What follows belongs to an exercise in optimizing a design on an open flow for small area, a short achievable clock period and few clock cycles; a production flow would make more cautious choices.
Only simulation tests tie the RTL to the original design; equivalence was not proved.
Power is estimated from default activity; no workload was simulated.

<file path="flow/config.mk">
export PLATFORM = sky130hd
export DESIGN_NAME = y86_pipe
export DESIGN_NICKNAME = y86_pipe
export VERILOG_FILES = /design/flow/design.v
export SDC_FILE = /design/flow/constraint.sdc
export NUM_CORES = 8
export LEC_CHECK = 0
export CAP_MARGIN = 20
export CORE_MARGIN = 2
export CORE_UTILIZATION = 55
export SLEW_MARGIN = 20
export SYNTH_HIERARCHICAL = 1
</file>
<file path="flow/standard.sh">
#!/bin/bash
# synth_recipe.tcl (not shown) runs the flow's synth.tcl, then flattens the netlist and writes it again
# the make line also repeats each setting of config.mk as NAME=value (left out here)
make -C /OpenROAD-flow-scripts/flow DESIGN_CONFIG=/design/flow/config.mk WORK_HOME=/design/flow/orfs CLKGATE_MAP_FILE= SYNTH_SCRIPT=/design/flow/synth_recipe.tcl "${@:-finish}"
</file>
<file path="flow/flow/run.sh">
#!/bin/bash
# The standard ORFS layout (the standard.sh, unchanged synthesis) with:
#  - repair_timing asked to leave extra setup slack (sized for a faster clock),
#    without gate cloning;
#  - ports buffered with buf_2 cells;
#  - clock tree: larger sink clusters and no dummy balancing loads.
# The log of the ORFS run is kept in standard.log; ORFS's per-step logs are
# under orfs/logs.
set -e
bash standard.sh SETUP_SLACK_MARGIN=21.0 SKIP_GATE_CLONING=1 \
  "BUFFER_PORTS_ARGS=-buffer_cell sky130_fd_sc_hd__buf_2" \
  "CTS_ARGS=-sink_clustering_enable -repair_clock_nets -dont_use_dummy_load -sink_clustering_size 22 -sink_clustering_max_diameter 80" \
  finish > standard.log 2>&1
</file>
<file path="flow/design.v">
module y86_pipe(clk, rst, imem_addr, imem_data, dmem_addr, dmem_wdata, dmem_we, dmem_rdata, stat);
input clk;
input rst;
output [9:0] imem_addr;
input [79:0] imem_data;
output [10:0] dmem_addr;
output [63:0] dmem_wdata;
output dmem_we;
input [63:0] dmem_rdata;
output [2:0] stat;
localparam [2:0] S_AOK = 3'd1, S_ADR = 3'd2;
localparam [3:0] RNONE = 4'hF, RSP = 4'h4;
reg [9:0]  pc;           
reg [3:0]  pcb;          
reg        fetch_on;     
reg        x_v;          
reg        x_ok;         
reg [2:0]  x_stat;
reg [3:0]  x_icode, x_ifun, x_rA, x_rB;
reg [63:0] x_valC;
reg [14:0] x_selA, x_selB;   
reg [8:0]  x_iniA, x_iniB;   
reg        x_fwdA, x_fwdB;   
reg        x_ldst;           
reg        x_retE;           
reg        m_we;         
reg        m_load;       
reg        m_ret;        
reg        m_bad;        
reg [10:0] m_addr;
reg [63:0] m_wdata;
reg [63:0] m_valE;
reg [3:0]  m_dstE, m_dstM;
reg [63:0] rf [0:14];
reg [14:0] rv;           
reg        zf, lt;       
reg [2:0]  stat_r;
wire live = (stat_r == S_AOK) & ~m_bad;
wire [64*15-1:0] rf_flat;
genvar gi;
generate
for (gi = 0; gi < 15; gi = gi + 1) begin : rff
    assign rf_flat[64*gi +: 64] = rf[gi];
end
endgenerate
wire x_act = x_v & live & ~x_ldst;
wire [63:0] valA, valE;
wire [10:0] x_addr;
wire        x_addr_bad, n_zf, n_lt, x_cnd, x_setcc, x_mem, x_memwr, x_load, x_isret, x_call;
wire [3:0]  x_dstE, x_dstM;
y86_exec ex(
    .icode(x_icode), .ifun(x_ifun), .rA(x_rA), .rB(x_rB), .valC(x_valC),
    .selA(x_selA), .selB(x_selB), .iniA(x_iniA), .iniB(x_iniB), .fwdA(x_fwdA), .fwdB(x_fwdB),
    .rf(rf_flat), .m_valE(m_valE), .zf(zf), .lt(lt), .ok(x_ok),
    .valA(valA), .valE(valE), .addr(x_addr), .addr_bad(x_addr_bad),
    .n_zf(n_zf), .n_lt(n_lt), .cnd(x_cnd), .isop(x_setcc), .mem(x_mem), .memwr(x_memwr),
    .load(x_load), .isret(x_isret), .call(x_call), .dstE(x_dstE), .dstM(x_dstM));
wire x_go = x_act & x_ok;                  
wire x_cc = x_act & x_setcc;               
wire [10:0] rsp_reg = rv[4] ? rf[4][10:0] : 11'h100;
wire [10:0] rsp_m   = (m_dstM == RSP) ? dmem_rdata[10:0] : m_valE[10:0];
wire        m_wsp   = (m_dstE == RSP) | (m_dstM == RSP);
wire [10:0] rsp_now = (x_act & (x_dstE == RSP)) ? valE[10:0] : m_wsp ? rsp_m : rsp_reg;
wire ret_now = m_ret | (x_v & x_retE & live);
wire        f_go, f_ok, f_early, f_retE, f_ldst, f_fwdA, f_fwdB;
wire [2:0]  f_stat;
wire [3:0]  f_rA, f_rB;
wire [14:0] f_selA, f_selB;
wire [8:0]  f_iniA, f_iniB;
wire [14:0] rwen;            
wire [63:0] f_valC;
wire [9:0]  pc_d;
wire [3:0]  pcb_d;
wire        fetch_on_d;
y86_fetch fe(
    .rst(rst), .imem_data(imem_data), .pc(pc), .pcb(pcb), .fetch_on(fetch_on), .live(live),
    .x_act(x_act), .x_mem(x_mem), .x_dstE(x_dstE), .x_dstM(x_dstM),
    .zf(zf), .lt(lt), .x_cc(x_cc), .n_zf(n_zf), .n_lt(n_lt),
    .rv_n(rv | rwen),
    .rdata(dmem_rdata), .ret_now(ret_now),
    .pc_d(pc_d), .pcb_d(pcb_d), .fetch_on_d(fetch_on_d),
    .go(f_go), .ok(f_ok), .stat(f_stat), .early(f_early), .retE(f_retE),
    .valC(f_valC), .rA(f_rA), .rB(f_rB),
    .selA(f_selA), .selB(f_selB), .iniA(f_iniA), .iniB(f_iniB), .fwdA(f_fwdA), .fwdB(f_fwdB), .ldst(f_ldst));
assign dmem_addr  = m_addr;
assign dmem_wdata = m_wdata;
assign dmem_we    = m_we;
assign imem_addr  = pc;
assign stat       = stat_r;
wire [63:0] wbus = m_load ? dmem_rdata : m_valE;
wire [63:0] wsp  = (m_dstM == RSP) ? dmem_rdata : m_valE;
always @(posedge clk) begin
    pc <= pc_d;
    pcb <= pcb_d;
    fetch_on <= fetch_on_d;
end
always @(posedge clk) begin
    if (rst) begin
        x_v <= 1'b0;
        x_ldst <= 1'b0;
        x_retE <= 1'b0;
    end else begin
        x_v <= f_go;
        x_ldst <= f_go & f_ldst;
        x_retE <= f_retE;
    end
    x_fwdA <= f_fwdA;
    x_fwdB <= f_fwdB;
    x_ok <= f_ok;
    x_stat <= f_stat;
    x_icode <= imem_data[7:4];
    x_ifun <= imem_data[3:0];
    x_rA <= f_rA;
    x_rB <= f_rB;
    x_valC <= f_valC;
    x_selA <= f_selA;
    x_selB <= f_selB;
    x_iniA <= f_iniA;
    x_iniB <= f_iniB;
end
always @(posedge clk) begin
    if (rst) begin
        m_we <= 1'b0;
        m_load <= 1'b0;
        m_ret <= 1'b0;
        m_bad <= 1'b0;
        m_dstE <= RNONE;
        m_dstM <= RNONE;
    end else begin
        m_we <= x_go & x_memwr & ~x_addr_bad;
        m_load <= x_go & x_load;
        m_ret <= x_go & x_isret & ~x_retE;
        m_bad <= x_go & x_mem & x_addr_bad;
        m_dstE <= x_go ? x_dstE : RNONE;
        m_dstM <= x_go ? x_dstM : RNONE;
    end
    m_addr <= f_retE ? rsp_now : x_addr;
    m_wdata <= x_call ? x_valC : valA;
    m_valE <= valE;
end
always @(posedge clk) begin
    if (rst) begin
        zf <= 1'b1; lt <= 1'b0;
    end else if (x_cc) begin
        zf <= n_zf; lt <= n_lt;
    end
end
always @(posedge clk) begin
    if (rst) stat_r <= S_AOK;
    else if (stat_r == S_AOK) begin
        if (m_bad) stat_r <= S_ADR;
        else if (x_act & ~x_ok) stat_r <= x_stat;
        else if (f_early) stat_r <= f_stat;
    end
end
genvar gr;
generate
for (gr = 0; gr < 15; gr = gr + 1) begin : rfw
    wire wen = ((m_dstE == gr) | (m_dstM == gr)) & ~m_bad;
    assign rwen[gr] = wen;
    always @(posedge clk) begin
        if (rst) rv[gr] <= 1'b0;
        else if (wen) rv[gr] <= 1'b1;
        if (wen) rf[gr] <= (gr == 4) ? wsp : wbus;
    end
end
endgenerate
endmodule
module y86_fetch(rst, imem_data, pc, pcb, fetch_on, live, x_act, x_mem, x_dstE, x_dstM,
                 zf, lt, x_cc, n_zf, n_lt, rv_n, rdata, ret_now,
                 pc_d, pcb_d, fetch_on_d,
                 go, ok, stat, early, retE, valC, rA, rB,
                 selA, selB, iniA, iniB, fwdA, fwdB, ldst);
input        rst;
input [79:0] imem_data;
input [9:0]  pc;
input [3:0]  pcb;
input        fetch_on;
input        live, x_act, x_mem;
input [3:0]  x_dstE, x_dstM;
input        zf, lt;
input        x_cc, n_zf, n_lt;
input [14:0] rv_n;
input [63:0] rdata;
input        ret_now;
output [9:0] pc_d;
output [3:0] pcb_d;
output       fetch_on_d;
output       go, ok, early, retE;
output [2:0] stat;
output [63:0] valC;
output [3:0] rA, rB;
output [14:0] selA, selB;
output [8:0] iniA, iniB;
output       fwdA, fwdB, ldst;
localparam [2:0] S_AOK = 3'd1, S_ADR = 3'd2, S_INS = 3'd3, S_HLT = 3'd4;
localparam [3:0] RNONE = 4'hF, RSP = 4'h4;
function [8:0] init9(input [14:0] oh);
    init9 = ({9{oh[0]}} & 9'h1) | ({9{oh[1]}} & 9'h8) | ({9{oh[2]}} & 9'h6) |
            ({9{oh[3]}} & 9'h5) | ({9{oh[4]}} & 9'h100) | ({9{oh[5]}} & 9'h6) |
            ({9{oh[6]}} & 9'h7) | ({9{oh[7]}} & 9'h5) | ({9{oh[8]}} & 9'h9) |
            ({9{oh[9]}} & 9'ha) | ({9{oh[10]}} & 9'hb) | ({9{oh[11]}} & 9'h1) |
            ({9{oh[12]}} & 9'h2) | ({9{oh[13]}} & 9'h3) | ({9{oh[14]}} & 9'h4);
endfunction
function cond(input [3:0] fn, input z, input l);
    case (fn)
        4'h0: cond = 1'b1;
        4'h1: cond = l | z;
        4'h2: cond = l;
        4'h3: cond = z;
        4'h4: cond = ~z;
        4'h5: cond = ~l;
        4'h6: cond = ~l & ~z;
        default: cond = 1'b0;
    endcase
endfunction
wire [3:0] icode = imem_data[7:4];
wire [3:0] ifun  = imem_data[3:0];
wire regids = (icode == 4'h2) | (icode == 4'h3) | (icode == 4'h4) | (icode == 4'h5) |
              (icode == 4'h6) | (icode == 4'hA) | (icode == 4'hB);
wire hasC   = (icode == 4'h3) | (icode == 4'h4) | (icode == 4'h5) |
              (icode == 4'h7) | (icode == 4'h8);
wire [10:0] pc1  = {1'b0, pc} + 11'd1;
wire [10:0] pc2  = {1'b0, pc} + 11'd2;
wire [10:0] pc9  = {1'b0, pc} + 11'd9;
wire [10:0] pc10 = {1'b0, pc} + 11'd10;
wire [10:0] valP = hasC ? (regids ? pc10 : pc9) : (regids ? pc2 : pc1);
assign stat = (|pcb) ? S_ADR :
              (icode > 4'hB) ? S_INS :
              (icode == 4'h0) ? S_HLT : S_AOK;
assign ok = (stat == S_AOK);
wire jmp  = (icode == 4'h7);
wire call = (icode == 4'h8);
wire ret  = (icode == 4'h9);
assign go = fetch_on & live;
assign retE = go & ok & ret & ~(x_act & x_mem);
assign early = go & ~ok & ~(x_act & x_mem);
assign rA = regids ? imem_data[15:12] : RNONE;
assign rB = regids ? imem_data[11:8] : RNONE;
assign valC = call ? {53'd0, valP} : imem_data[79:16];
wire useA = ok & ((icode == 4'h2) | (icode == 4'h4) | (icode == 4'h6) | (icode == 4'hA));
wire useB = ok & ((icode == 4'h4) | (icode == 4'h5) | (icode == 4'h6));
wire useS = ok & ((icode == 4'h8) | (icode == 4'h9) | (icode == 4'hA) | (icode == 4'hB));
wire [3:0] srcA = useA ? imem_data[15:12] : RNONE;
wire [3:0] srcB = useS ? RSP : useB ? imem_data[11:8] : RNONE;
y86_hazard hz(.rA(imem_data[15:12]), .rB(imem_data[11:8]), .useA(useA), .useB(useB), .useS(useS),
              .pdE(x_act ? x_dstE : RNONE), .pdM(x_act ? x_dstM : RNONE),
              .fwdA(fwdA), .fwdB(fwdB), .ldst(ldst));
wire [14:0] ohA = (srcA == RNONE) ? 15'd0 : (15'd1 << srcA);
wire [14:0] ohB = (srcB == RNONE) ? 15'd0 : (15'd1 << srcB);
assign selA = ohA & rv_n & {15{~fwdA}};
assign selB = ohB & rv_n & {15{~fwdB}};
assign iniA = fwdA ? 9'd0 : init9(ohA & ~rv_n);
assign iniB = fwdB ? 9'd0 : init9(ohB & ~rv_n);
wire told = cond(ifun, zf, lt);
wire tl1 = x_cc ? cond(ifun, n_zf, 1'b1) : told;     
wire tl0 = x_cc ? cond(ifun, n_zf, 1'b0) : told;     
wire [3:0] rhi, chi;
y86_hi4 rh(.v(rdata), .hi(rhi));
y86_hi4 ch(.v(imem_data[71:8]), .hi(chi));
wire adv = go & ~ldst;             
wire uj  = call | (jmp & (ifun == 4'h0));
wire [9:0] npc  = uj ? imem_data[17:8] : valP[9:0];
wire [3:0] npcb = uj ? chi : {3'd0, valP[10]};
wire [13:0] pn1, pn0;
y86_pcnext pn(.rst(rst), .redir(ret_now), .rpc(rdata[9:0]), .rpcb(rhi),
              .cj(adv & jmp & (ifun != 4'h0)), .tl1(tl1), .tl0(tl0), .cpc(imem_data[17:8]), .cpcb(chi),
              .adv(adv), .npc(npc), .npcb(npcb), .pc(pc), .pcb(pcb), .pn1(pn1), .pn0(pn0));
wire [13:0] pnx;
y86_lsel ls(.lt(n_lt), .a(pn1), .b(pn0), .y(pnx));
assign pc_d  = pnx[9:0];
assign pcb_d = pnx[13:10];
assign fetch_on_d = rst | ret_now | (fetch_on & ~(adv & (ret | ~ok)));
endmodule
module y86_pcnext(rst, redir, rpc, rpcb, cj, tl1, tl0, cpc, cpcb, adv, npc, npcb, pc, pcb, pn1, pn0);
input        rst, redir, cj, tl1, tl0, adv;
input [9:0]  rpc, cpc, npc, pc;
input [3:0]  rpcb, cpcb, npcb, pcb;
output [13:0] pn1, pn0;
wire tk = cj & ~rst & ~redir;
wire [13:0] o = rst ? 14'd0 : redir ? {rpcb, rpc} : adv ? {npcb, npc} : {pcb, pc};
assign pn1 = (tk & tl1) ? {cpcb, cpc} : o;
assign pn0 = (tk & tl0) ? {cpcb, cpc} : o;
endmodule
module y86_lsel(lt, a, b, y);
input lt;
input [13:0] a, b;
output [13:0] y;
assign y = lt ? a : b;
endmodule
module y86_hi4(v, hi);
input [63:0] v;
output [3:0] hi;
assign hi = {|v[63:50], |v[49:36], |v[35:22], |v[21:10]};
endmodule
module y86_hazard(rA, rB, useA, useB, useS, pdE, pdM, fwdA, fwdB, ldst);
input [3:0] rA, rB, pdE, pdM;
input useA, useB, useS;
output fwdA, fwdB, ldst;
localparam [3:0] RNONE = 4'hF, RSP = 4'h4;
wire aE = (rA == pdE) & (rA != RNONE);
wire bE = (rB == pdE) & (rB != RNONE);
wire sE = (pdE == RSP);
wire aM = (rA == pdM) & (rA != RNONE);
wire bM = (rB == pdM) & (rB != RNONE);
wire sM = (pdM == RSP);
assign fwdA = useA & aE;
assign fwdB = (useS & sE) | (useB & bE);
assign ldst = (useA & aM) | (useS & sM) | (useB & bM);
endmodule
module y86_exec(icode, ifun, rA, rB, valC, selA, selB, iniA, iniB, fwdA, fwdB, rf, m_valE, zf, lt, ok,
                valA, valE, addr, addr_bad, n_zf, n_lt, cnd, isop, mem, memwr, load, isret, call,
                dstE, dstM);
input [3:0]  icode, ifun, rA, rB;
input [63:0] valC;
input [14:0] selA, selB;
input [8:0]  iniA, iniB;
input        fwdA, fwdB;
input [64*15-1:0] rf;
input [63:0] m_valE;
input        zf, lt, ok;
output [63:0] valA, valE;
output [10:0] addr;
output       addr_bad, n_zf, n_lt, cnd, isop, mem, memwr, load, isret, call;
output [3:0] dstE, dstM;
localparam [3:0] RNONE = 4'hF, RSP = 4'h4;
wire i_rr   = (icode == 4'h2);
wire i_ir   = (icode == 4'h3);
wire i_rm   = (icode == 4'h4);
wire i_mr   = (icode == 4'h5);
wire i_op   = (icode == 4'h6);
wire i_call = (icode == 4'h8);
wire i_ret  = (icode == 4'h9);
wire i_push = (icode == 4'hA);
wire i_pop  = (icode == 4'hB);
wire [63:0] valB;
y86_rdport rpa(.sel(selA), .ini(iniA), .rf(rf), .fwd(fwdA), .fval(m_valE), .val(valA));
y86_rdport rpb(.sel(selB), .ini(iniB), .rf(rf), .fwd(fwdB), .fval(m_valE), .val(valB));
reg [63:0] aluA, aluB;
always @(*) begin
    case (icode)
        4'h2, 4'h6:        aluA = valA;
        4'h3, 4'h4, 4'h5:  aluA = valC;
        4'h8, 4'hA:        aluA = -64'd8;
        4'h9, 4'hB:        aluA = 64'd8;
        default:           aluA = 64'd0;
    endcase
    case (icode)
        4'h4, 4'h5, 4'h6, 4'h8, 4'h9, 4'hA, 4'hB: aluB = valB;
        default:                                  aluB = 64'd0;
    endcase
end
wire [1:0] fn = i_op ? ifun[1:0] : 2'b00;
wire big;
y86_alu alu(.fn(fn), .a(aluA), .b(aluB), .e(valE), .zf(n_zf), .lt(n_lt), .big(big));
assign isop = i_op;
reg c;
always @(*) begin
    case (ifun)
        4'h0: c = 1'b1;
        4'h1: c = lt | zf;
        4'h2: c = lt;
        4'h3: c = zf;
        4'h4: c = ~zf;
        4'h5: c = ~lt;
        4'h6: c = ~lt & ~zf;
        default: c = 1'b0;
    endcase
end
assign cnd = c;
assign memwr = i_rm | i_push | i_call;
assign mem   = ok & (i_mr | i_pop | i_ret | memwr);
assign load  = i_mr | i_pop;
assign isret = i_ret;
assign call  = i_call;
wire spaddr = i_pop | i_ret;
assign addr = spaddr ? valB[10:0] : valE[10:0];
assign addr_bad = spaddr ? (valB > 64'd2000) : big;
assign dstE = (i_op | i_ir | (i_rr & c)) ? rB :
              (i_call | i_ret | i_push | i_pop) ? RSP : RNONE;
assign dstM = (i_mr | i_pop) ? rA : RNONE;
endmodule
module y86_rdport(sel, ini, rf, fwd, fval, val);
input [14:0] sel;
input [8:0] ini;
input [64*15-1:0] rf;
input fwd;
input [63:0] fval;
output reg [63:0] val;
integer i;
always @(*) begin
    val = ({64{fwd}} & fval) | {55'd0, ini};
    for (i = 0; i < 15; i = i + 1)
        val = val | ({64{sel[i]}} & rf[64*i +: 64]);
end
endmodule
module y86_alu(fn, a, b, e, zf, lt, big);
input [1:0] fn;
input [63:0] a, b;
output [63:0] e;
output zf, lt;
output big;      
wire sub = (fn == 2'b01);
wire [63:0] a2 = sub ? ~a : a;
wire [63:0] p = b ^ a2;
wire [63:0] g = b & a2;
wire [63:0] G [0:6];
wire [63:0] P [0:6];
assign G[0] = {g[63:1], g[0] | (p[0] & sub)};
assign P[0] = p;
genvar k, i;
generate
for (k = 0; k < 6; k = k + 1) begin : lvl
    for (i = 0; i < 64; i = i + 1) begin : bt
        if (((i >> k) & 1) == 1) begin : comb
            assign G[k+1][i] = G[k][i] | (P[k][i] & G[k][((i >> k) << k) - 1]);
            assign P[k+1][i] = P[k][i] & P[k][((i >> k) << k) - 1];
        end else begin : pass
            assign G[k+1][i] = G[k][i];
            assign P[k+1][i] = P[k][i];
        end
    end
end
endgenerate
wire [64:0] c = {G[6], sub};      
wire [63:0] sum = p ^ c[63:0];
assign e = (fn == 2'b10) ? g : (fn == 2'b11) ? p : sum;
wire [63:0] zneed = {a2[62:0] | b[62:0], sub};
wire zhi = &(p[63:12] ~^ zneed[63:12]);
wire z_sum = zhi & (&(p[11:0] ~^ zneed[11:0]));
wire [10:0] sl = sum[10:0];
assign big = ~(zhi & (p[11] ~^ c[11])) |
             (&sl[10:6] & (sl[5] | (sl[4] & (|sl[3:0]))));
wire z_and = ~|g;
wire z_xor = ~|p;
assign zf = (fn == 2'b10) ? z_and : (fn == 2'b11) ? z_xor : z_sum;
assign lt = (fn == 2'b10) ? g[63] : (fn == 2'b11) ? p[63] : (p[63] ^ c[64]);
endmodule
</file>
<file path="flow/constraint.sdc">
create_clock -name core_clock -period 28.0 [get_ports {clk}]
set_input_delay 5.6000 -clock core_clock [delete_from_list [all_inputs] [get_ports {clk}]]
set_output_delay 5.6000 -clock core_clock [all_outputs]
set_load 0.01 [all_outputs]
</file>
==> flow_summary.toml, run 1 <==
[synth]
synth_common_cells = "edfxtp_1 (960), a22o_1 (462), a221oi_1 (450)"
syn-cell-area_sq_um = 63800
synth.avg_cell_area_sq_um = 12.5
synth_warnings = 12
ys_ff_latch = 1283
synth_top_area_share_pct = 45.2
synth_cells = 5120
synth.most_common_cell = "edfxtp_1"
synthArstFlopShare_pct = 0
yosysSeqAreaShare_pct = 55.3
synth_cell_types = 109
synth_ff_type = "edfxtp_1"
yosys.area.top_type = "edfxtp_1"
synth_area_leaders = "edfxtp_1 (45%), dfxtp_1 (10%), a22o_1 (6.3%)"
synth_edf_count = 960

[timing]
min_period_ns = 7.35
fin_ws_ns = 20.65
rsz0062_at_grt = "true"
worstMarginPinSlew_ns = 1.21
setup_viol = 0
setup_tns_ns = 0
slew_headroom_pct = 18.5
drv_slew = 0
timing.hold.ws_ns = 0.482
clock.fmax_mhz = 136
period_share_pct = 26.2
skew_ns = 0.0760
hold_violations = 0

[floorplanning]
pin_count = 235
die_x_microns = 345
coreArea_sq_um = 115000
die_y_microns = 345
die_area_sq_um = 119000
rows = 124
initial_core_util_pct = 55.6

[placement]
placed_area_sq_um = 65400
place_inst = 6542
port_buffers = 234
place_ws_ns = 19.12
gp_congestion = 0.991
hpwl_microns = 167000

[finish]
fillers = 9412
finalNetCount = 5462
stdcell_count = 6695
post-route-util_pct = 59.7
drive_above_1_share_pct = 17.8
area_delta_synth_final_pct = 7.42
stdcell_area_sq_um = 68600

[critical_path]
cp-start-kind = "input pin"
end_kind = "flop"
critical_path.max_fanout = 3
cp.arrival_ns = 7.90
path_class = "in2reg"
critPathRequiredTime_ns = 28.56

[grt]
grt_overflow = 0
grt_first_pass_wirelength_microns = 371000
grt_pass1_vias = 48400
grt_max_degree = 72
antenna_found_initial = 7
track_usage_pct = 44.5

[drt]
detail-route-antenna-nets = 0
drc = 0
wl_met3_microns = 34000
drt_first_iter_violations = 8238
drt_pass1_iterations = 6
wirelength_microns = 272000
vias_per_cell = 7.55
wl_per_cell_microns = 40.6
route.top_layer_used = "met5"
wl_met1_microns = 96000
wl_met2_microns = 117000
dr_total_vias = 50500

[clock_network]
root_buffer = "clkbuf_16"
clock_sinks = 1283
cts_tree = "done"
h-tree-depth = 3
cts_made_buffers = 71
clkSlewWorstSetupHoldPaths_ns = 0.07
clockBufferDepth = 3
insertion_delay_ns = 0.71

[power_and_ir_drop]
power_mw = 3.80
power.density_nw_per_um2 = 55.4
leakagePower_nw = 24.0
peakVddDrop_mv = 0.0493

[outcome]
status = "complete, no violations"

[job]
maxCapViolCount = 0

[hold_path]
min_path_type = "reg2reg"
[placed cells by master, fill, tap and decap left out, types with 27 or more instances in the layout]
cell	synthesis	layout
nand4_1	171	171
xor2_1	59	55
inv_1	160	160
nor2_1	101	98
nor2b_1	182	176
dfxtp_1	323	284
nand2_1	347	332
a22o_1	462	462
o21ai_0	67	66
ha_1	129	126
nor3_1	34	31
o31ai_1	28	27
a221oi_1	450	449
and3_1	47	47
mux2i_1	32	32
buf_4	42	147
dfxtp_4	0	33
buf_2	66	222
a21oi_1	122	99
edfxtp_1	960	960
nor4_1	87	82
a221o_1	63	63
clkbuf_16	0	71
a22oi_1	73	73
xnor2_1	127	125
mux2_2	184	173
[cell type report]
type | count | area, sq um | share of cell area, %
diodes | 4 | 10.0 | 0.0146
clock buffers | 71 | 1780 | 2.59
inverters | 163 | 617 | 0.899
multi-input cells | 3253 | 26000 | 37.9
flip-flops and latches | 1283 | 35400 | 51.7
well taps | 1512 | 1890 | 2.76
repair buffers | 409 | 2890 | 4.21
[modules after synthesis (local to each module, per instance)]
module      flip-flops and latches  cell area [sq um]  times used  cells inside
y86_rdport                       0               5830           2           697
y86_fetch                        0               2290           1           391
y86_pipe                      1283              39100           1          1849
y86_pcnext                       0               1010           1           115
y86_lsel                         0                169           1            15
y86_alu                          0               7320           1          1036
y86_exec                         0               1870           1           250
y86_hazard                       0                238           1            32
y86_hi4                          0                110           2            19
[flip-flops by register name, summed over array words and instances, names as in the netlist, 4 cells and up]
| signal | cells |
|---|---|
| x_valC | 64 |
| rf | 960 |
| x_iniA | 9 |
| pc | 10 |
| m_valE | 64 |
| x_ifun | 4 |
| m_dstE | 4 |
| rv | 15 |
| x_selA | 15 |
| x_rB | 4 |
| x_icode | 4 |
| m_wdata | 64 |
| x_rA | 4 |
| x_iniB | 9 |
| m_dstM | 4 |
| pcb | 4 |
| x_selB | 15 |
| m_addr | 11 |
[cell families (layout without fill, tap and decap cells)]
| kind of cell | Yosys count | after routing | synth area share, % |
|---|---|---|---|
| simple gates | 1188 | 1188 | 10.4 |
| compound gates | 1519 | 1519 | 19.8 |
| xor+xnor | 186 | 186 | 2.55 |
| other cells | 1 | 12 | 0.00587 |
| flops | 1283 | 1283 | 55.3 |
| buf+inv | 591 | 643 | 5.37 |
| mux | 217 | 217 | 3.77 |
| fa+ha+maj | 135 | 135 | 2.72 |
[repair_timing]
item,CTS,global route
gates resized for setup,98,46
pin swaps,44,15
setup endpoints to repair,39,43
setup buffers,66,11
hold buffers,0,0
[path summary, 6_finish.rpt]
path | slack (ns) | end | depth (start not counted) | from
max | 20.65 | pcb[3] | 6 | dmem_rdata[50]
min | 0.48 | fetch_on | 1 | fetch_on
max reg2reg | 20.92 | pc[4] | 25 | x_selA[0]
min reg2reg | 0.48 | fetch_on | 1 | fetch_on
[report_power, final]
group	internal, mW	switching (mW)
Sequential	2.13	0.0568
Combinational	0.190	0.361
Clock	0.454	0.613
Total	2.77	1.03
[metal layers]
layer,vias up,track usage [%]
li1,20400,-
met1,25200,56.3
met5,-,0
met2,4019,66.3
met3,900,11.0
met4,6,33.7
[critical path: stages]
cell	delay [ns]
buf_2	0.15
nor4_1	0.45
nand4_1	0.78
nor2b_1	0.53
o41ai_1	0.11
mux2_4	0.29
Testbench counts, summed over its fixed seeds: cycles 14,933.
==> inputs of run 2 (changes only) <==
--- a/flow/flow/run.sh
+++ b/flow/flow/run.sh
@@ -7,7 +7,7 @@
 # The log of the ORFS run is kept in standard.log; ORFS's per-step logs are
 # under orfs/logs.
 set -e
-bash standard.sh SETUP_SLACK_MARGIN=21.0 SKIP_GATE_CLONING=1 \
+bash standard.sh SETUP_SLACK_MARGIN=21.5 SKIP_GATE_CLONING=1 \
   "BUFFER_PORTS_ARGS=-buffer_cell sky130_fd_sc_hd__buf_2" \
   "CTS_ARGS=-sink_clustering_enable -repair_clock_nets -dont_use_dummy_load -sink_clustering_size 22 -sink_clustering_max_diameter 80" \
   finish > standard.log 2>&1
==> flow_summary.toml, run 2 <==
[critical_path]
end_kind = "flop"
cp.arrival_ns = 7.83
path_class = "in2reg"
cp-start-kind = "input pin"
critical_path.max_fanout = 4
critPathRequiredTime_ns = 28.61
path_cells = "buf_12 > buf_4 > nor3b_4 > or3_4 > xor2_1 > xnor2_1 > o21ai_0 > a211oi_4 > o41ai_1 > mux2_2"
max_stage_delay_ns = 0.42
slowest_stage = "o41ai_1"

[timing]
rsz0062_at_grt = "true"
setup_viol = 0
clock.fmax_mhz = 138
setup_tns_ns = 0
hold_violations = 0
period_share_pct = 25.8
worstMarginPinSlew_ns = 1.16
skew_ns = 0.0806
drv_slew = 0
fin_ws_ns = 20.78
min_period_ns = 7.22
slew_headroom_pct = 22.1

[floorplanning]
rows = 124
initial_core_util_pct = 55.6
coreArea_sq_um = 115000
die_y_microns = 345
pin_count = 235
die_area_sq_um = 119000
die_x_microns = 345

[hold_path]
min_path_type = "reg2reg"

[synth]
ys_ff_latch = 1283
synth_area_leaders = "edfxtp_1 (45%), dfxtp_1 (10%), a22o_1 (6.3%)"
synth_ff_type = "edfxtp_1"
synth_cell_types = 109
yosys.area.top_type = "edfxtp_1"
synth_cells = 5120
synth_warnings = 12
synth_common_cells = "edfxtp_1 (960), a22o_1 (462), a221oi_1 (450)"
synth_top_area_share_pct = 45.2
yosysSeqAreaShare_pct = 55.3
synthArstFlopShare_pct = 0
synth.avg_cell_area_sq_um = 12.5
synth_edf_count = 960
syn-cell-area_sq_um = 63800
synth.most_common_cell = "edfxtp_1"

[grt]
grt_overflow = 0
track_usage_pct = 44.4
antenna_found_initial = 11
grt_pass1_vias = 48100
grt_max_degree = 88
grt_first_pass_wirelength_microns = 370000

[placement]
hpwl_microns = 165000
placed_area_sq_um = 65400
place_ws_ns = 19.09
port_buffers = 234
gp_congestion = 1.03
place_inst = 6532

[clock_network]
ctsHoldBuffers = 0
h-tree-depth = 3
clkSlewWorstSetupHoldPaths_ns = 0.09
insertion_delay_ns = 0.71
clockBufferDepth = 3
root_buffer = "clkbuf_16"
clock_sinks = 1283
cts_tree = "done"
cts_made_buffers = 73

[outcome]
status = "complete, no violations"

[finish]
stdcell_area_sq_um = 69900
regMostFlops = "rf"
multiInputGateArea_sq_um = 26300
largest_reg_flops = 960
final_common_cell = "edfxtp_1"
fillers = 9162
finalNetCount = 5504
area_delta_synth_final_pct = 9.50
drive_above_1_share_pct = 20.6
mostFrequentLayoutCells = "edfxtp_1 (960), a22o_1 (462), a221oi_1 (449), nand2_1 (335), dfxtp_1 (228)"
seqCellArea_sq_um = 35500
stdcell_count = 6741

[drt]
dr_total_vias = 51100
drt_first_iter_violations = 8159
wirelength_microns = 273000
detail-route-antenna-nets = 0
vias_per_cell = 7.57
drc = 0
wl_per_cell_microns = 40.4
drt_pass1_iterations = 10

[power_and_ir_drop]
leakagePower_nw = 24.5
peakVddDrop_mv = 0.0665
power.density_nw_per_um2 = 55.4

[job]
maxCapViolCount = 0
-- run 2: cell count changes in the layout (fill, tap and decap cells not counted), moves of 6 or more --
cell | previous run | this run
a21oi_1 | 99 | 92
a21oi_2 | 10 | 16
and3_1 | 47 | 38
and3_4 | 0 | 9
buf_2 | 222 | 163
buf_4 | 147 | 168
buf_6 | 13 | 87
dfxtp_1 | 284 | 228
dfxtp_2 | 6 | 43
dfxtp_4 | 33 | 52
nor2_1 | 98 | 91
nor4_1 | 82 | 75
-- run 2: kinds of logic after synthesis --
logic type | share of synthesized area, %
XOR/XNOR | 2.55
AO/OA/AOI/OAI | 19.8
buffers and inverters | 5.37
adder cells (fa/ha/maj) | 2.72
multiplexers | 3.77
AND/OR/NAND/NOR | 10.4
flip-flops | 55.3
other | 0.00587
-- run 2: timing repair --
item | 4_1_cts | 5_1_grt
setup endpoints to repair | 178 | 178
pin swaps | 60 | 39
buffers inserted | 91 | 37
resized for setup | 209 | 157
-- run 2: through the flow --
step           power, mW  hold slack [ns]  util, %
2_1_floorplan       2.54            0.411        -
3_3_place_gp        2.71            0.452     57.0
3_5_place_dp        2.71            0.439     57.0
4_1_cts             3.81            0.462     60.0
5_1_grt             3.95            0.497     60.9
6_report            3.87            0.488     60.9
-- run 2: where the power goes --
part / switching [mW] / total [mW] / internal [mW]
logic: 0.375 / 0.596 / 0.221
clock network: 0.621 / 1.09 / 0.465
registers: 0.0573 / 2.19 / 2.13
-- run 2: routing by layer --
metal  track usage [%]  vias up  wire, microns
li1                  -    20500              -
met2              66.5     3854         118000
met5                 0        -             65
met1              56.7    25700          96400
met3              10.2      945          33200
met4              32.3        8          25200
-- run 2: critical path, delay by kind of cell --
| kind | cells | cell delay [ns] |
|---|---|---|
| compound gates | 3 | 0.83 |
| mux | 1 | 0.24 |
| simple gates | 2 | 0.53 |
| buf+inv | 2 | 0.26 |
| xor+xnor | 2 | 0.36 |
-- run 2: worst paths after layout --
| kind | cells past startpoint | endpoint | slack, ns | from |
|---|---|---|---|---|
| worst max-delay path | 10 | pc[3] | 20.78 | imem_data[5] |
| worst min register to register | 1 | m_ret | 0.49 | x_retE |
| worst max register to register | 24 | pc[3] | 20.80 | x_selB[9] |
| worst min-delay path | 1 | m_ret | 0.49 | x_retE |
-- run 2: Yosys stat by module (local to each module, per instance) --
module | flops+latches | cells | cell area [sq um]
y86_alu | 0 | 1036 | 7320
y86_rdport | 0 | 697 | 5830
y86_exec | 0 | 250 | 1870
y86_lsel | 0 | 15 | 169
y86_hazard | 0 | 32 | 238
y86_pipe | 1283 | 1849 | 39100
y86_pcnext | 0 | 115 | 1010
y86_hi4 | 0 | 19 | 110
y86_fetch | 0 | 391 | 2290
-- run 2: cell type report --
| type | instances | area share, % |
|---|---|---|
| inverter | 163 | 0.882 |
| sequential | 1283 | 50.8 |
| tap | 1512 | 2.71 |
| timing repair buffer | 449 | 5.26 |
| antenna | 8 | 0.0286 |
| multi-input combinational | 3253 | 37.7 |
| clock buffer | 73 | 2.61 |
==> inputs of run 3 (changes only) <==
--- a/flow/flow/run.sh
+++ b/flow/flow/run.sh
@@ -7,7 +7,7 @@
 # The log of the ORFS run is kept in standard.log; ORFS's per-step logs are
 # under orfs/logs.
 set -e
-bash standard.sh SETUP_SLACK_MARGIN=21.5 SKIP_GATE_CLONING=1 \
+bash standard.sh SETUP_SLACK_MARGIN=21.0 SKIP_GATE_CLONING=1 \
   "BUFFER_PORTS_ARGS=-buffer_cell sky130_fd_sc_hd__buf_2" \
   "CTS_ARGS=-sink_clustering_enable -repair_clock_nets -dont_use_dummy_load -sink_clustering_size 22 -sink_clustering_max_diameter 80" \
   finish > standard.log 2>&1
--- a/flow/config.mk
+++ b/flow/config.mk
@@ -7,6 +7,7 @@
 export LEC_CHECK = 0
 export CAP_MARGIN = 20
 export CORE_MARGIN = 2
-export CORE_UTILIZATION = 55
+export CORE_UTILIZATION = 48
+export PLACE_DENSITY = 0.75
 export SLEW_MARGIN = 20
 export SYNTH_HIERARCHICAL = 1
==> flow_summary.toml, run 3 <==
[synth]
synth_top_area_share_pct = 45.2
syn-cell-area_sq_um = 63800
synth_common_cells = "edfxtp_1 (960), a22o_1 (462), a221oi_1 (450)"
synth_ff_type = "edfxtp_1"
synth.most_common_cell = "edfxtp_1"
synth_warnings = 12
yosysSeqAreaShare_pct = 55.3
synthArstFlopShare_pct = 0
synth_cell_types = 109
yosys.area.top_type = "edfxtp_1"
synth_cells = 5120
synth_edf_count = 960
ys_ff_latch = 1283
synth.avg_cell_area_sq_um = 12.5
synth_area_leaders = "edfxtp_1 (45%), dfxtp_1 (10%), a22o_1 (6.3%)"

[finish]
mostFrequentLayoutCells = "edfxtp_1 (960), a22o_1 (462), a221oi_1 (449), nand2_1 (335), dfxtp_1 (283)"
largest_reg_flops = 960
final_common_cell = "edfxtp_1"
finalNetCount = 5482
drive_above_1_share_pct = 18.4
regMostFlops = "rf"
area_delta_synth_final_pct = 8.41

[timing]
setup_viol = 0
clock.fmax_mhz = 140
slew_headroom_pct = 20.5
drv_slew = 0
rsz0062_at_grt = "true"
worstMarginPinSlew_ns = 1.19
min_period_ns = 7.17
hold_violations = 0
period_share_pct = 25.6
timing.hold.ws_ns = 0.465
skew_ns = 0.0783
setup_tns_ns = 0

[critical_path]
cp.arrival_ns = 7.77
path_class = "in2reg"
cp-start-kind = "input pin"
max_stage_delay_ns = 0.43
critical_path.max_fanout = 9
reg2reg_slack_ns = 20.95
r2r-start = "x_selA[1]"
path_cells = "buf_12 > buf_6 > a21oi_2 > or3_4 > a41oi_4 > nor3_2 > xnor2_1 > o21ai_2 > a211oi_4 > o41ai_2 > mux2_4"
end_kind = "flop"
r2r_end = "pcb[0]"
slowest_stage = "or3_4"
rr_worst_depth = 24
critPathRequiredTime_ns = 28.61

[hold_path]
hold-path-endpoint = "m_ret"
hp-start = "x_retE"
min_path_type = "reg2reg"
hold_path_depth = 1

[clock_network]
h-tree-depth = 3
clock_sinks = 1283
cts_made_buffers = 73
root_buffer = "clkbuf_16"
insertion_delay_ns = 0.74
clockBufferDepth = 3
cts_tree = "done"
ctsHoldBuffers = 0
clkSlewWorstSetupHoldPaths_ns = 0.09

[floorplanning]
coreArea_sq_um = 132000
initial_core_util_pct = 48.4
die_x_microns = 369
die_y_microns = 369
die_area_sq_um = 136000
rows = 133
pin_count = 235

[drt]
wirelength_microns = 262000
drt_pass1_iterations = 9
wl_per_cell_microns = 37.7
vias_per_cell = 7.44
dr_total_vias = 51800
drt_first_iter_violations = 9368
drc = 0
detail-route-antenna-nets = 0

[job]
maxCapViolCount = 0

[power_and_ir_drop]
p_int_mw = 2.81
switching_power_mw = 1.04
p_comb_share_pct = 15.5
seqPwrFrac_pct = 56.7
leakagePower_nw = 24.2
power_frac_clock_pct = 27.9
peakVddDrop_mv = 0.0565
sw_frac_of_total_pct = 27.0
power.density_nw_per_um2 = 55.7

[grt]
grt_max_degree = 66
grt_first_pass_wirelength_microns = 362000
track_usage_pct = 37.1
antenna_found_initial = 7
grt_overflow = 0
grt_pass1_vias = 49700

[outcome]
status = "complete, no violations"

[placement]
hpwl_microns = 161000
port_buffers = 234
gp_congestion = 1.03
## run 3: power groups by stage
stage | clock network (mW) | logic, mW | registers (mW)
finish | 1.07 | 0.596 | 2.18
global route | 1.13 | 0.618 | 2.19
CTS | 1.07 | 0.524 | 2.18
detailed placement | 0 | 0.482 | 2.22
global placement | 0 | 0.474 | 2.22
floorplan | 0 | 0.330 | 2.21
## run 3: per-stage QoR
stage | setup WS [ns] | cell area [sq um] | util [%] | instances | total power, mW
after detailed placement | 19.16 | 65800 | 49.9 | 6786 | 2.70
after global routing | 20.79 | 69200 | 52.5 | 6954 | 3.93
after global placement | 19.25 | 65800 | 49.9 | 6786 | 2.69
after CTS | 20.89 | 68500 | 52.0 | 6919 | 3.77
final | 20.83 | 69200 | 52.5 | 6961 | 3.85
after floorplan | 20.43 | 64100 | - | 5127 | 2.54
## run 3: Yosys stat by module, one instance, submodules excluded
module	cells	times used	area, sq um
y86_hi4	19	2	110
y86_lsel	15	1	169
y86_hazard	32	1	238
y86_exec	250	1	1870
y86_rdport	697	2	5830
y86_fetch	391	1	2290
y86_alu	1036	1	7320
y86_pcnext	115	1	1010
y86_pipe	1849	1	39100
## run 3: final cells by class
type | instances | area, sq um
timing repair buffer | 427 | 3050
fill | 11100 | 62600
antenna | 7 | 17.5
inverter | 163 | 619
sequential | 1283 | 35400
multi-input combinational | 3253 | 26100
tap | 1755 | 2200
clock buffer | 73 | 1830
## run 3: logic make-up after synthesis
logic type / synth area share, %
XOR/XNOR: 2.55
buffers and inverters: 5.37
AO/OA/AOI/OAI: 19.8
AND/OR/NAND/NOR: 10.4
multiplexers: 3.77
flip-flops: 55.3
adder cells (fa/ha/maj): 2.72
other: 0.00587
## run 3: worst max path at each step
stage                       startpoint  cells past startpoint  endpoint
after global placement    imem_data[5]                     13     pc[1]
after floorplan           imem_data[6]                     11     pc[9]
final                     imem_data[5]                     11     pc[6]
after global routing      imem_data[5]                     11     pc[6]
after CTS                 imem_data[4]                     10     pc[6]
after detailed placement  imem_data[5]                     13     pc[3]
## run 3: critical path: cells and delay by family
| family | cells | cell delay (ns) |
|---|---|---|
| and+or+nand+nor | 2 | 0.53 |
| xor gates and xnor gates | 1 | 0.26 |
| buffers and inverters | 2 | 0.23 |
| muxes | 1 | 0.29 |
| AOI/OAI and AO/OA | 5 | 0.88 |
## run 3: routing by layer
| layer | wire (microns) | global-route usage [%] | up-vias | part of all wire [%] |
|---|---|---|---|---|
| li1 | - | - | 20500 | - |
| met1 | 88400 | 46.9 | 25100 | 34 |
| met2 | 107000 | 53.4 | 4874 | 41 |
| met3 | 40600 | 11.5 | 1297 | 16 |
| met4 | 25900 | 27.5 | 8 | 9.9 |
| met5 | 70 | 0.249 | - | 0.027 |
## run 3: timing repair
| action | CTS | global route |
|---|---|---|
| setup endpoints to repair | 54 | 37 |
| buffers inserted | 60 | 35 |
| pin swaps | 40 | 39 |
| gates cloned | 0 | 0 |
| resized for setup | 87 | 82 |
==> inputs of run 4 (changes only) <==
--- a/flow/config.mk
+++ b/flow/config.mk
@@ -8,6 +8,5 @@
 export CAP_MARGIN = 20
 export CORE_MARGIN = 2
 export CORE_UTILIZATION = 48
-export PLACE_DENSITY = 0.75
 export SLEW_MARGIN = 20
 export SYNTH_HIERARCHICAL = 1
==> flow_summary.toml, run 4 <==
[clock_network]
ctsHoldBuffers = 0
root_buffer = "clkbuf_16"
cts_made_buffers = 77
clkSlewWorstSetupHoldPaths_ns = 0.09
insertion_delay_ns = 0.74
cts_tree = "done"
clock_sinks = 1283
clockBufferDepth = 3
h-tree-depth = 3

[critical_path]
reg2reg_slack_ns = 20.94
slowest_stage = "nor4b_4"
worstSetupStartpoint = "imem_data[4]"
end_kind = "flop"
critical_path.max_fanout = 14
max_stage_delay_ns = 0.33
r2r-start = "x_selA[7]"
path_class = "in2reg"
cp.arrival_ns = 7.77
r2r_end = "pc[3]"
cp-endpoint = "pc[2]"
path_cells = "buf_12 > buf_12 > nor4b_4 > nand2_1 > o21bai_2 > nor2_4 > and3b_2 > nor4bb_4 > buf_12 > buf_12 > nand2_2 > o41ai_4 > mux2_4"
cp-start-kind = "input pin"
rr_worst_depth = 20
critPathRequiredTime_ns = 28.58
cpMostUsedCell = "buf_12"

[drt]
drc = 0
drt_pass1_iterations = 8
vias_per_cell = 7.29
detail-route-antenna-nets = 0
wirelength_microns = 273000
wl_per_cell_microns = 39.2
drt_first_iter_violations = 7954
dr_total_vias = 50700

[finish]
stdcell_count = 6955
regMostFlops = "rf"
area_delta_synth_final_pct = 8.25
mostFrequentLayoutCells = "edfxtp_1 (960), a22o_1 (462), a221oi_1 (449), nand2_1 (337), dfxtp_1 (283)"
final_common_cell = "edfxtp_1"
largest_reg_flops = 960
finalNetCount = 5480
drive_above_1_share_pct = 18.2

[placement]
hpwl_microns = 168000
gp_congestion = 1.01
port_buffers = 234
place_inst = 6795

[timing]
setup_viol = 0
slew_headroom_pct = 21.8
worstMarginPinSlew_ns = 1.17
drv_slew = 0
clock.fmax_mhz = 139
hold_violations = 0
setup_tns_ns = 0
min_period_ns = 7.19
skew_ns = 0.0776
rsz0062_at_grt = "true"
period_share_pct = 25.7

[synth]
synth_ff_type = "edfxtp_1"
synth_warnings = 12
yosysSeqAreaShare_pct = 55.3
synth_cells = 5120
synthArstFlopShare_pct = 0
synth_area_leaders = "edfxtp_1 (45%), dfxtp_1 (10%), a22o_1 (6.3%)"
syn-cell-area_sq_um = 63800
yosys.area.top_type = "edfxtp_1"
synth.most_common_cell = "edfxtp_1"
synth_top_area_share_pct = 45.2
ys_ff_latch = 1283
synth_edf_count = 960
synth_common_cells = "edfxtp_1 (960), a22o_1 (462), a221oi_1 (450)"
synth.avg_cell_area_sq_um = 12.5
synth_cell_types = 109

[floorplanning]
initial_core_util_pct = 48.4
coreArea_sq_um = 132000
rows = 133
die_x_microns = 369
die_area_sq_um = 136000
pin_count = 235
die_y_microns = 369

[grt]
track_usage_pct = 38.9
grt_overflow = 0
grt_first_pass_wirelength_microns = 373000
grt_pass1_vias = 48100
grt_max_degree = 66
antenna_found_initial = 5

[power_and_ir_drop]
power.density_nw_per_um2 = 55.7
peakVddDrop_mv = 0.0548
power_mw = 3.85
leakagePower_nw = 24.2

[hold_path]
min_path_type = "reg2reg"

[job]
maxCapViolCount = 0

[outcome]
status = "complete, no violations"
[run 4: changes by cell type in the layout (fill, tap and decap cells not counted), moves of 4 or more]
cell	previous run	this run
clkbuf_16	73	77
diode_2	7	3
o21ai_1	16	20
buf_4	157	152
[run 4: cell families (layout without fill, tap and decap cells)]
logic type | Yosys count | in the layout | synth area share [%]
AO/OA/AOI/OAI | 1519 | 1519 | 19.8
adder cells (fa/ha/maj) | 135 | 135 | 2.72
AND/OR/NAND/NOR | 1188 | 1188 | 10.4
flip-flops | 1283 | 1283 | 55.3
buffers and inverters | 591 | 661 | 5.37
XOR/XNOR | 186 | 186 | 2.55
other | 1 | 11 | 0.00587
multiplexers | 217 | 217 | 3.77
[run 4: worst min-delay path by stage]
stage | startpoint | endpoint | depth (start not counted)
6_report | x_retE | m_ret | 1
5_1_grt | x_retE | m_ret | 1
4_1_cts | x_retE | m_ret | 1
3_5_place_dp | x_retE | m_ret | 1
3_3_place_gp | x_retE | m_ret | 1
2_1_floorplan | x_retE | m_ret | 1
[run 4: metrics by stage]
step / cell area (sq um) / hold slack [ns] / util (%) / setup slack, ns
detailed placement: 65800 / 0.448 / 50.0 / 19.15
floorplan: 64100 / 0.411 / - / 20.43
global route: 69100 / 0.491 / 52.4 / 20.74
CTS: 68700 / 0.468 / 52.1 / 20.88
finish: 69100 / 0.475 / 52.4 / 20.81
global placement: 65800 / 0.453 / 50.0 / 19.25
[run 4: final cells by class]
cell class | count | area [sq um]
multi-input combinational | 3253 | 26000
inverter | 163 | 619
clock buffer | 77 | 1930
antenna | 3 | 7.51
fill | 11400 | 62700
timing repair buffer | 421 | 2970
tap | 1755 | 2200
sequential | 1283 | 35400
[run 4: per-layer routing]
layer	part of all wire, %	vias up	routed length (microns)	track usage (%)
met3	11	828	30900	8.13
met4	7.9	0	21600	25.5
met5	0	-	0	0.178
li1	-	20500	-	-
met1	37	25600	99700	49.8
met2	44	3747	121000	59.9
[run 4: power breakdown]
part | leakage (nW) | internal (mW) | switching (mW)
Combinational | 11.8 | 0.195 | 0.358
Clock | 0.949 | 0.489 | 0.622
Sequential | 11.5 | 2.13 | 0.0561
[run 4: critical path, delay by kind of cell]
kind / cells / cell delay [ns]
AO/OA/AOI/OAI: 2 / 0.28
multiplexers: 1 / 0.29
AND/OR/NAND/NOR: 6 / 1.01
buffers and inverters: 4 / 0.57
[run 4: timing repair]
action,in CTS,in global routing
endpoints found under the setup margin,50,20
gates resized for setup,76,60
pin swaps,42,20
setup buffers,61,19
[run 4: Yosys stat by module, one instance, submodules excluded]
| module | area, sq um | cells |
|---|---|---|
| y86_alu | 7320 | 1036 |
| y86_exec | 1870 | 250 |
| y86_fetch | 2290 | 391 |
| y86_hazard | 238 | 32 |
| y86_hi4 | 110 | 19 |
| y86_lsel | 169 | 15 |
| y86_pcnext | 1010 | 115 |
| y86_pipe | 39100 | 1849 |
| y86_rdport | 5830 | 697 |
==> inputs of run 5 (changes only) <==
--- a/flow/flow/run.sh
+++ b/flow/flow/run.sh
@@ -8,6 +8,6 @@
 # under orfs/logs.
 set -e
 bash standard.sh SETUP_SLACK_MARGIN=21.0 SKIP_GATE_CLONING=1 \
-  "BUFFER_PORTS_ARGS=-buffer_cell sky130_fd_sc_hd__buf_2" \
+  "BUFFER_PORTS_ARGS=-buffer_cell sky130_fd_sc_hd__buf_1" \
   "CTS_ARGS=-sink_clustering_enable -repair_clock_nets -dont_use_dummy_load -sink_clustering_size 22 -sink_clustering_max_diameter 80" \
   finish > standard.log 2>&1
==> flow_summary.toml, run 5 <==
[outcome]
status = "complete, no violations"

[critical_path]
cp.arrival_ns = 7.78
reg2reg_slack_ns = 20.88
worstSetupStartpoint = "dmem_rdata[37]"
critical_path.max_fanout = 3
critPathRequiredTime_ns = 28.61
r2r_end = "pc[7]"
r2r-start = "x_selA[4]"
end_kind = "flop"
cp-start-kind = "input pin"
path_class = "in2reg"
cp-endpoint = "pcb[2]"
rr_worst_depth = 26

[power_and_ir_drop]
power.density_nw_per_um2 = 56.1
switching_power_mw = 1.05
power_frac_clock_pct = 29.4
p_comb_share_pct = 14.1
peakVddDrop_mv = 0.0546
p_int_mw = 2.82
leakagePower_nw = 23.5
sw_frac_of_total_pct = 27.1
seqPwrFrac_pct = 56.5

[clock_network]
clockBufferDepth = 3
clkSlewWorstSetupHoldPaths_ns = 0.09
insertion_delay_ns = 0.76
cts_made_buffers = 79
ctsHoldBuffers = 0
h-tree-depth = 3
cts_tree = "done"
clock_sinks = 1283
root_buffer = "clkbuf_16"

[timing]
rsz0062_at_grt = "true"
setup_viol = 0
drv_slew = 0
skew_ns = 0.0998
min_period_ns = 7.18
clock.fmax_mhz = 139
worstMarginPinSlew_ns = 1.20
period_share_pct = 25.6
slew_headroom_pct = 20.1
hold_violations = 0
setup_tns_ns = 0

[synth]
yosysSeqAreaShare_pct = 55.3
yosys.area.top_type = "edfxtp_1"
synth_ff_type = "edfxtp_1"
synth.avg_cell_area_sq_um = 12.5
synth_edf_count = 960
synth_cell_types = 109
synth_warnings = 12
syn-cell-area_sq_um = 63800
ys_ff_latch = 1283
synth_area_leaders = "edfxtp_1 (45%), dfxtp_1 (10%), a22o_1 (6.3%)"
synthArstFlopShare_pct = 0
synth.most_common_cell = "edfxtp_1"
synth_cells = 5120
synth_common_cells = "edfxtp_1 (960), a22o_1 (462), a221oi_1 (450)"
synth_top_area_share_pct = 45.2

[grt]
grt_overflow = 0
grt_max_degree = 68
grt_first_pass_wirelength_microns = 371000
grt_pass1_vias = 48200
track_usage_pct = 38.6
antenna_found_initial = 6

[finish]
largest_reg_flops = 960
area_delta_synth_final_pct = 7.95
regMostFlops = "rf"
final_common_cell = "edfxtp_1"
multiInputGateArea_sq_um = 26000
finalNetCount = 5487
fillers = 11500
stdcell_count = 6964
drive_above_1_share_pct = 14.2
mostFrequentLayoutCells = "edfxtp_1 (960), a22o_1 (462), a221oi_1 (450), nand2_1 (335), dfxtp_1 (282)"
seqCellArea_sq_um = 35400

[placement]
hpwl_microns = 169000
place_inst = 6802
port_buffers = 234
gp_congestion = 1.02

[drt]
detail-route-antenna-nets = 0
drt_first_iter_violations = 7239
wirelength_microns = 271000
dr_total_vias = 50500
wl_per_cell_microns = 38.9
drc = 0
vias_per_cell = 7.26
drt_pass1_iterations = 8

[job]
maxCapViolCount = 0

[floorplanning]
initial_core_util_pct = 48.4
coreArea_sq_um = 132000
rows = 133
die_area_sq_um = 136000
die_x_microns = 369
die_y_microns = 369
pin_count = 235

[hold_path]
hold_path_depth = 1
min_path_type = "reg2reg"
run 5: cell counts after synthesis:
No cell type changed its count.
run 5: worst min path at each step:
stage	end	slack, ns	start
2_1_floorplan	m_ret	0.41	x_retE
3_3_place_gp	m_ret	0.45	x_retE
3_5_place_dp	m_ret	0.45	x_retE
4_1_cts	m_ret	0.46	x_retE
5_1_grt	m_ret	0.48	x_retE
6_report	m_ret	0.46	x_retE
run 5: modules after synthesis, one instance, submodules excluded, excerpt:
module	cells inside	cell area, sq um
y86_fetch	391	2290
y86_pcnext	115	1010
y86_pipe	1849	39100
y86_exec	250	1870
y86_rdport	697	5830
y86_hazard	32	238
y86_lsel	15	169
run 5: stage by stage:
stage	setup slack (ns)	hold WS [ns]	cell area [sq um]	utilization, %	power [mW]
global route	20.80	0.483	68900	52.3	3.96
detailed placement	18.84	0.445	65600	49.7	2.70
floorplan	20.43	0.411	64100	-	2.54
CTS	20.86	0.456	68500	52.0	3.84
global placement	18.92	0.448	65600	49.7	2.70
finish	20.82	0.463	68900	52.3	3.86
run 5: layout make-up:
class,instances,share of cell area (%)
sequential,1283,51.4
multi-input combinational,3253,37.8
timing repair buffer,426,3.85
tap,1755,3.19
clock buffer,79,2.87
inverter,163,0.899
antenna,5,0.0182
run 5: worst max-delay path, cell delays in order:
cell and delay (ns):
buf_1 0.15, nor4_4 0.38, nand4_1 0.85, nor2b_2 0.41
o41ai_2 0.10, mux2_4 0.29
run 5: what timing repair did:
action,4_1_cts,5_1_grt
setup buffers,60,18
resized for setup,105,44
endpoints found under the hold margin,0,0
endpoints found under the setup margin,69,26
pin swaps,39,31
run 5: power by group through the flow:
stage / sequential, mW / combinational, mW / clock, mW
final: 2.18 / 0.545 / 1.13
after global routing: 2.19 / 0.573 / 1.20
after CTS: 2.18 / 0.522 / 1.14
after detailed placement: 2.22 / 0.481 / 0
after global placement: 2.22 / 0.479 / 0
after floorplan: 2.21 / 0.330 / 0
run 5: cell families (layout without fill, tap and decap cells):
| logic type | after synthesis | in the layout | synth area share [%] |
|---|---|---|---|
| compound gates | 1519 | 1519 | 19.8 |
| mux | 217 | 217 | 3.77 |
| buf+inv | 591 | 668 | 5.37 |
| simple gates | 1188 | 1188 | 10.4 |
| fa+ha+maj | 135 | 135 | 2.72 |
| other cells | 1 | 13 | 0.00587 |
| flops | 1283 | 1283 | 55.3 |
| xor+xnor | 186 | 186 | 2.55 |
run 5: per-layer routing:
metal / track usage, % / share of wire, % / wire, microns / up-vias
met5: 0 / 0.022 / 60 / -
met4: 26.9 / 8.6 / 23300 / 10
met3: 8.57 / 11 / 31100 / 873
met2: 58.6 / 43 / 118000 / 3697
met1: 49.2 / 36 / 98800 / 25500
li1: - / - / - / 20500
==> inputs of run 6 (changes only) <==
--- a/flow/flow/run.sh
+++ b/flow/flow/run.sh
@@ -9,5 +9,5 @@
 set -e
 bash standard.sh SETUP_SLACK_MARGIN=21.0 SKIP_GATE_CLONING=1 \
   "BUFFER_PORTS_ARGS=-buffer_cell sky130_fd_sc_hd__buf_1" \
-  "CTS_ARGS=-sink_clustering_enable -repair_clock_nets -dont_use_dummy_load -sink_clustering_size 22 -sink_clustering_max_diameter 80" \
+  "CTS_ARGS=-sink_clustering_enable -repair_clock_nets -dont_use_dummy_load -sink_clustering_size 12 -sink_clustering_max_diameter 50 -buf_list sky130_fd_sc_hd__clkbuf_8" \
   finish > standard.log 2>&1
==> flow_summary.toml, run 6 <==
[outcome]
status = "complete, no violations"

[synth]
synth_cells = 5120
yosysSeqAreaShare_pct = 55.3
synth_area_leaders = "edfxtp_1 (45%), dfxtp_1 (10%), a22o_1 (6.3%)"
synth_ff_type = "edfxtp_1"
yosys.area.top_type = "edfxtp_1"
syn-cell-area_sq_um = 63800
synth.most_common_cell = "edfxtp_1"
synthArstFlopShare_pct = 0
ys_ff_latch = 1283
synth_warnings = 12
synth_cell_types = 109
synth.avg_cell_area_sq_um = 12.5
synth_edf_count = 960
synth_common_cells = "edfxtp_1 (960), a22o_1 (462), a221oi_1 (450)"
synth_top_area_share_pct = 45.2

[placement]
place_ws_ns = 18.84
gp_congestion = 1.02
port_buffers = 234
hpwl_microns = 169000

[drt]
vias_per_cell = 7.23
drt_pass1_iterations = 8
wl_per_cell_microns = 38.7
drt_first_iter_violations = 7923
detail-route-antenna-nets = 0
wirelength_microns = 272000
drc = 0
dr_total_vias = 50900

[critical_path]
max_stage_delay_ns = 0.88
cp.arrival_ns = 7.86
path_class = "reg2reg"
critPathRequiredTime_ns = 28.75
slowest_stage = "o31ai_1"
path_cells = "buf_4 > a22oi_1 > and4_1 > nand4_1 > a221o_1 > xnor2_1 > inv_1 > ha_1 > o211ai_1 > o211ai_2 > nand4b_1 > a211oi_2 > o211ai_2 > a211oi_4 > o311a_1 > nor3_1 > o31ai_1"
cpMostUsedCell = "o211ai_2"
end_kind = "flop"
cp-start-kind = "flop"
critical_path.max_fanout = 28

[timing]
skew_ns = 0.113
timing.hold.ws_ns = 0.472
setup_tns_ns = 0
fin_ws_ns = 20.89
period_share_pct = 25.4
min_period_ns = 7.11
setup_viol = 0
slew_headroom_pct = 19.8
rsz0062_at_grt = "true"
hold_violations = 0
drv_slew = 0
worstMarginPinSlew_ns = 1.20
clock.fmax_mhz = 141

[grt]
grt_pass1_vias = 48600
grt_max_degree = 68
grt_overflow = 0
grt_first_pass_wirelength_microns = 372000
antenna_found_initial = 9
track_usage_pct = 38.8

[floorplanning]
die_area_sq_um = 136000
die_x_microns = 369
coreArea_sq_um = 132000
die_y_microns = 369
pin_count = 235
rows = 133
initial_core_util_pct = 48.4

[finish]
finalNetCount = 5564
regMostFlops = "rf"
largest_reg_flops = 960
final_common_cell = "edfxtp_1"
mostFrequentLayoutCells = "edfxtp_1 (960), a22o_1 (462), a221oi_1 (450), nand2_1 (343), dfxtp_1 (240)"
fillers = 11500
area_delta_synth_final_pct = 8.50
drive_above_1_share_pct = 17.4

[power_and_ir_drop]
power.density_nw_per_um2 = 55.9
sw_frac_of_total_pct = 27.6
seqPwrFrac_pct = 56.4
p_int_mw = 2.80
switching_power_mw = 1.07
peakVddDrop_mv = 0.0557
p_comb_share_pct = 14.4
leakagePower_nw = 23.9
power_frac_clock_pct = 29.2

[clock_network]
h-tree-depth = 4
cts_made_buffers = 150
insertion_delay_ns = 0.95
clockBufferDepth = 3
clock_sinks = 1283
cts_tree = "done"
ctsHoldBuffers = 0
clkSlewWorstSetupHoldPaths_ns = 0.08
root_buffer = "clkbuf_8"

[hold_path]
min_path_type = "reg2reg"

[job]
maxCapViolCount = 0
-- run 6: layout make-up --
cell class	instances	area, sq um	share of cell area, %
Antenna cell	7	17.5	0.0253
Clock buffer	150	2060	2.98
Inverter	163	617	0.891
Multi-Input combinational cell	3253	25800	37.3
Sequential cell	1283	35500	51.3
Tap cell	1755	2200	3.17
Timing Repair Buffer	432	3030	4.38
-- run 6: through the flow --
stage | power [mW] | utilization, % | cells | cell area [sq um]
final | 3.87 | 52.6 | 7043 | 69300
after detailed placement | 2.70 | 49.7 | 6802 | 65600
after CTS | 3.85 | 52.0 | 6993 | 68600
after global routing | 3.98 | 52.5 | 7038 | 69300
after global placement | 2.70 | 49.7 | 6802 | 65600
after floorplan | 2.54 | - | 5127 | 64100
-- run 6: path summary, 6_finish.rpt --
path              startpoint    endpoint  slack [ns]  cells past startpoint
setup reg to reg  x_selA[11]  m_valE[58]       20.89                     17
setup / recovery  x_selA[11]  m_valE[58]       20.89                     17
hold / removal        x_retE       m_ret        0.47                      1
hold reg to reg       x_retE       m_ret        0.47                      1
-- run 6: power groups by stage --
| stage | sequential (mW) | clock [mW] | combinational, mW |
|---|---|---|---|
| after floorplan | 2.21 | 0 | 0.330 |
| after global placement | 2.22 | 0 | 0.479 |
| after CTS | 2.18 | 1.14 | 0.525 |
| final | 2.18 | 1.13 | 0.557 |
| after global routing | 2.19 | 1.21 | 0.584 |
| after detailed placement | 2.22 | 0 | 0.481 |
-- run 6: kinds of logic (layout without fill, tap and decap cells) --
logic type / Yosys count / after routing / share of synthesized area (%)
muxes: 217 / 217 / 3.77
AOI/OAI and AO/OA: 1519 / 1519 / 19.8
and+or+nand+nor: 1188 / 1188 / 10.4
DFF: 1283 / 1283 / 55.3
other: 1 / 15 / 0.00587
buffers and inverters: 591 / 745 / 5.37
xor gates and xnor gates: 186 / 186 / 2.55
adders and majority gates: 135 / 135 / 2.72
-- run 6: timing repair --
| action | 4_1_cts | 5_1_grt |
|---|---|---|
| endpoints found under the setup margin | 127 | 70 |
| gates resized for setup | 214 | 83 |
| setup buffers | 41 | 43 |
| pin swaps | 16 | 39 |
-- run 6: critical path: cells and delay by family (launching register included) --
| family | cells | cell delay, ns |
|---|---|---|
| AOI/OAI and AO/OA | 9 | 3.85 |
| xor gates and xnor gates | 1 | 0.36 |
| adders and majority gates | 1 | 0.45 |
| buffers and inverters | 2 | 0.51 |
| DFF | 1 | 0.53 |
| and+or+nand+nor | 4 | 1.23 |
-- run 6: per-module statistics from Yosys (local to each module, per instance) --
module,area (sq um),cells,flops+latches,times used
y86_fetch,2290,391,0,1
y86_hazard,238,32,0,1
y86_lsel,169,15,0,1
y86_alu,7320,1036,0,1
y86_pipe,39100,1849,1283,1
y86_hi4,110,19,0,2
y86_rdport,5830,697,0,2
y86_pcnext,1010,115,0,1
y86_exec,1870,250,0,1
-- run 6: routing by layer --
metal / vias up / track usage, % / part of all wire [%] / wire length (microns)
met5: - / 0 / 0.0048 / 13
met3: 883 / 8.68 / 12 / 32500
met2: 3844 / 58.5 / 43 / 118000
met1: 25600 / 49.7 / 36 / 99100
li1: 20600 / - / - / -
met4: 2 / 27.3 / 8.5 / 23200

==> static timing again, ports no longer ideal <==
How much do the figures lean on ideal ports? The routed layouts below were timed once more, with nothing changed but the port constraints. Step 1, drivers: a clkbuf_16 drives clk and a buf_2 each remaining input, both assumed. Step 2 adds t to the input delays and takes it off the output delays; t is the mean of the earliest and latest rising clock arrival at the registers after step 1. Input paths then give back, and output paths get back, about the clock's delay inside the block. Slacks: ideal / step 1 / step 2; pairs: ideal / step 1.
run | t, ns | setup WS [ns] | worst hold slack (ns) | clock arrival spread, ns | cell pins on the clock port's net
run 1 | 0.750 | 20.653 / 20.710 / 19.960 | 0.482 / 0.482 / 0.482 | 0.078 / 0.077 | 1
run 2 | 0.752 | 20.778 / 20.796 / 20.054 | 0.488 / 0.488 / 0.488 | 0.081 / 0.081 | 1
run 3 | 0.785 | 20.834 / 20.848 / 20.063 | 0.465 / 0.465 / 0.465 | 0.079 / 0.078 | 1
run 4 | 0.785 | 20.813 / 20.840 / 20.055 | 0.475 / 0.475 / 0.475 | 0.078 / 0.078 | 1
run 5 | 0.793 | 20.824 / 20.853 / 20.060 | 0.463 / 0.463 / 0.463 | 0.101 / 0.101 | 1
run 6 | 0.977 | 20.890 / 20.887 / 19.933 | 0.472 / 0.472 / 0.472 | 0.113 / 0.112 | 1
After both steps setup and hold are still met in every run listed. For run 6, which loses most, drivers alone change the setup slack by -0.003 ns; drivers and shift together by -0.957 ns.
